Source: an optimization exercise on an open RTL-to-GDS flow (aim: small area and a short achievable clock period). Production flows keep margins and buffers that such runs may drop.
Only simulation tests tie the RTL to the original design; equivalence was not proved.
No activity file was given, so power comes from the tool's default toggle rates.

==> flow/design.v (excerpt) <==
module add1(
	input clk,
	input operation,
	input [15:0] x,y,
	output [15:0] z,
	input [2:0]counter
	);
wire xs = x[15], ys = y[15];
wire [4:0] xe = x[14:10], ye = y[14:10];
wire [10:0] X = {1'b1, x[9:0]};
wire [10:0] Y = {1'b1, y[9:0]};
reg z_sign;
reg [4:0] z_exp;
reg [9:0] z_m;
assign z = {z_sign, z_exp, z_m};
wire [9:0] xm = x[9:0], ym = y[9:0];
wire ppn0_0 = ~(xm[0] & ym[0]);
wire ppn0_1 = ~(xm[0] & ym[1]);
wire ppn0_2 = ~(xm[0] & ym[2]);
wire ppn0_3 = ~(xm[0] & ym[3]);
wire ppn0_4 = ~(xm[0] & ym[4]);
wire ppn0_5 = ~(xm[0] & ym[5]);
wire ppn0_6 = ~(xm[0] & ym[6]);
wire ppn0_7 = ~(xm[0] & ym[7]);
wire ppn0_8 = ~(xm[0] & ym[8]);
wire ppn0_9 = ~(xm[0] & ym[9]);
wire ppn1_0 = ~(xm[1] & ym[0]);
wire ppn1_1 = ~(xm[1] & ym[1]);
wire ppn1_2 = ~(xm[1] & ym[2]);
wire ppn1_3 = ~(xm[1] & ym[3]);
wire ppn1_4 = ~(xm[1] & ym[4]);
wire ppn1_5 = ~(xm[1] & ym[5]);
wire ppn1_6 = ~(xm[1] & ym[6]);
wire ppn1_7 = ~(xm[1] & ym[7]);
wire ppn1_8 = ~(xm[1] & ym[8]);
wire ppn1_9 = ~(xm[1] & ym[9]);
wire ppn2_0 = ~(xm[2] & ym[0]);
wire ppn2_1 = ~(xm[2] & ym[1]);
wire ppn2_2 = ~(xm[2] & ym[2]);
  ...
==> flow/config.mk <==
export PLATFORM = sky130hd
export DESIGN_NAME = add1
export DESIGN_NICKNAME = add1
export VERILOG_FILES = /design/flow/design.v
export SDC_FILE = /design/flow/constraint.sdc
export NUM_CORES = 4
export LEC_CHECK = 0
export CAP_MARGIN = 20
export CORE_MARGIN = 2
export CORE_UTILIZATION = 60
export PLACE_DENSITY = 0.75
export SETUP_SLACK_MARGIN = 2.0
export SLEW_MARGIN = 20
==> flow/constraint.sdc <==
create_clock -name core_clock -period 8.5 [get_ports {clk}]
set_input_delay 1.7000 -clock core_clock [delete_from_list [all_inputs] [get_ports {clk}]]
set_output_delay 1.7000 -clock core_clock [all_outputs]
set_load 0.01 [all_outputs]
standard.sh (not shown) runs the stock make flow with config.mk's settings and CLKGATE_MAP_FILE= SYNTH_SCRIPT=/design/flow/synth_recipe.tcl, a recipe that flattens the netlist after the stock synthesis.
==> flow/flow/run.sh <==
#!/bin/bash
# Own layout flow: the standard ORFS flow (standard.sh) with these changes:
#  - synthesis is synth_recipe.tcl with ORFS synth.tcl patched by flow/patch_synth.py:
#    the RTL's full adder module add1_fa becomes the library full adder cell, no other
#    adder extraction, modules kept apart until after ABC (synth_recipe.tcl flattens them
#    at the end), and ABC maps add1_mcpa (the multiplier's final adder and the
#    selection of the next register values) with
#    flow/abc_fast.script and the rest with flow/abc.script;
#  - ports are buffered with sky130_fd_sc_hd__buf_1;
set -euo pipefail
W=$PWD
python3 flow/patch_synth.py "$FLOW_HOME/scripts/synth.tcl" "$W/flow_synth_mod.tcl" > patch.log 2>&1
sed "s#source \$::env(SCRIPTS_DIR)/synth.tcl#source $W/flow_synth_mod.tcl#" synth_recipe.tcl > flow_synth.tcl
grep -q "flow_synth_mod.tcl" flow_synth.tcl
export MY_ABC_SCRIPT=$W/flow/abc.script
export MY_ABC_SCRIPT_FAST=$W/flow/abc_fast.script
export MY_FAST_MODULES=add1_mcpa
bash standard.sh SYNTH_SCRIPT=$W/flow_synth.tcl synth > flow_synth.log 2>&1
bash standard.sh SYNTH_SCRIPT=$W/flow_synth.tcl "BUFFER_PORTS_ARGS=-buffer_cell sky130_fd_sc_hd__buf_1" SKIP_INCREMENTAL_REPAIR=1 finish > flow_layout.log 2>&1
test -f out/final.def
==> flow/flow/abc.script <==
strash
dch
map -D 3500
buffer -c
topo
stime -c
upsize -c
dnsize -c
==> flow/flow/abc_fast.script <==
strash
dch
map -D 1500
buffer -c
topo
stime -c
upsize -c
dnsize -c
==> flow/flow/patch_synth.py <==
import sys
s = open(sys.argv[1]).read()
def rep(old, new):
    global s
    assert s.count(old) == 1, old
    s = s.replace(old, new)
# the design's full adder module (add1_fa) becomes the library's full adder cell
rep("hierarchy -check -top $::env(DESIGN_NAME)\n",
    "hierarchy -check -top $::env(DESIGN_NAME)\n"
    "chtype -map add1_fa sky130_fd_sc_hd__fa_1\n"
    "hierarchy -check -top $::env(DESIGN_NAME)\n")
# keep the design's modules apart until after ABC (synth_recipe.tcl flattens at the end)
rep("  synth -flatten -run :fine {*}$synth_full_args\n", "  synth -run :fine {*}$synth_full_args\n")
# no other adder extraction
rep("  extract_fa {*}[dont_use_extract_fa_args]\n", "")
# final ABC mapping: the fast modules with one script, the rest with another
rep("  log_cmd abc {*}$abc_args\n",
    "  foreach m $::env(MY_FAST_MODULES) {\n"
    "    log_cmd abc {*}[lreplace $abc_args 1 1 $::env(MY_ABC_SCRIPT_FAST)] $m\n"
    "  }\n"
    "  log_cmd abc {*}[lreplace $abc_args 1 1 $::env(MY_ABC_SCRIPT)] $::env(DESIGN_NAME)\n")
open(sys.argv[2], 'w').write(s)
The first run finished with timing, DRC and antenna clean.
Then changed:
--- a/flow/flow/run.sh
+++ b/flow/flow/run.sh
@@ -4,6 +4,5 @@
 #    the RTL's full adder module add1_fa becomes the library full adder cell, no other
 #    adder extraction, modules kept apart until after ABC (synth_recipe.tcl flattens them
-#    at the end), and ABC maps add1_mcpa (the multiplier's final adder and the
-#    selection of the next register values) with
+#    at the end), and ABC maps add1_mcpa (the multiplier's final adder) with
 #    flow/abc_fast.script and the rest with flow/abc.script;
 #  - ports are buffered with sky130_fd_sc_hd__buf_1;
- SETUP_SLACK_MARGIN: 2.0 -> 2.5
After rerunning:
- sequential power hardly moves
- sequential share of layout area decreases by 0.68 points
- total power grows by about 14%
- synthesized area is unchanged
- count of clock-buffer cells in the layout stays the same
Then changed:
--- a/flow/flow/run.sh
+++ b/flow/flow/run.sh
@@ -4,5 +4,6 @@
 #    the RTL's full adder module add1_fa becomes the library full adder cell, no other
 #    adder extraction, modules kept apart until after ABC (synth_recipe.tcl flattens them
-#    at the end), and ABC maps add1_mcpa (the multiplier's final adder) with
+#    at the end), and ABC maps add1_mcpa (the multiplier's final adder and the
+#    selection of the next register values) with
 #    flow/abc_fast.script and the rest with flow/abc.script;
 #  - ports are buffered with sky130_fd_sc_hd__buf_1;
- CORE_UTILIZATION: 60 -> 65
- PLACE_DENSITY: 0.75 -> 0.8
- SETUP_SLACK_MARGIN: 2.5 -> 2.0
The new run completed without violations.
Fmax went down by about 6%.
Cell area went down by about 9%.
Non-clock buffer count went down by 33.
Wire length went down by 11%.
Worst hold slack degrades by 0.0097 ns.
Sequential power stays flat.
Power went down by about 12%.
Combinational power went down by about 13%.
Then changed:
- CORE_UTILIZATION: 65 -> 55
- PLACE_DENSITY: 0.8 -> 0.7
Effect: Via count rises by 0.75%. Global-route usage drops by 4.5 points. Cell count went up by 0.85%. Synthesized area stays the same. Sequential share of layout area is about the same.
Then changed:
--- a/flow/flow/run.sh
+++ b/flow/flow/run.sh
@@ -4,6 +4,5 @@
 #    the RTL's full adder module add1_fa becomes the library full adder cell, no other
 #    adder extraction, modules kept apart until after ABC (synth_recipe.tcl flattens them
-#    at the end), and ABC maps add1_mcpa (the multiplier's final adder and the
-#    selection of the next register values) with
+#    at the end), and ABC maps add1_mcpa (the multiplier's final adder) with
 #    flow/abc_fast.script and the rest with flow/abc.script;
 #  - ports are buffered with sky130_fd_sc_hd__buf_1;
- CORE_UTILIZATION: 55 -> 60
- PLACE_DENSITY: 0.7 -> 0.75
Fmax climbs by 0.36%.
Hold slack gains 0.0035 ns.
Non-clock buffer count climbs by 2.
Count of clock-buffer cells in the layout is unchanged.
Wire length climbs by 0.58%.
Then changed:
==> flow/flow/abc.script (replaced) <==
strash
dch
map -D 3000
buffer -c
topo
stime -c
upsize -c
dnsize -c
Outcome: Setup slack got worse by 0.082 ns; total power is higher by about 3%; wire length climbs by about 4%; combinational power rose by about 3%; via count rose by 1.8%.

separate check: timing with driven ports:
The results above use ideal ports. As a check the final layouts listed here were re-extracted and re-timed, cells and wires unchanged.
Step 1 assumes that a clkbuf_16 drives the clock port and a buf_2 every other input.
Step 2 adds t to the input delays and takes it off the output delays; t is the mean of the earliest and latest rising clock arrival at the registers after step 1. Input paths then give back, and output paths get back, about the clock's delay inside the block.
Slacks: ideal / step 1 / step 2; pairs: ideal / step 1.
| run | t (ns) | setup slack, ns | latest minus earliest clock arrival (ns) | pins driven straight from the clock port |
|---|---|---|---|---|
| the first run | 0.267 | 1.901 / 1.895 / 1.629 | 0.001 / 0.001 | 1 |
| the second run | 0.274 | 2.275 / 2.270 / 1.996 | 0.002 / 0.002 | 1 |
| the third run | 0.267 | 1.872 / 1.872 / 1.605 | 0.007 / 0.007 | 1 |
| the fourth run | 0.273 | 1.876 / 1.880 / 1.608 | 0.002 / 0.001 | 1 |
| the fifth run | 0.267 | 1.901 / 1.895 / 1.629 | 0.001 / 0.001 | 1 |
| the sixth run | 0.262 | 1.818 / 1.814 / 1.552 | 0.006 / 0.005 | 1 |
After both steps every run listed still meets setup and hold. For the second run, which loses most, drivers alone change the setup slack by -0.005 ns; drivers and shift together by -0.279 ns.
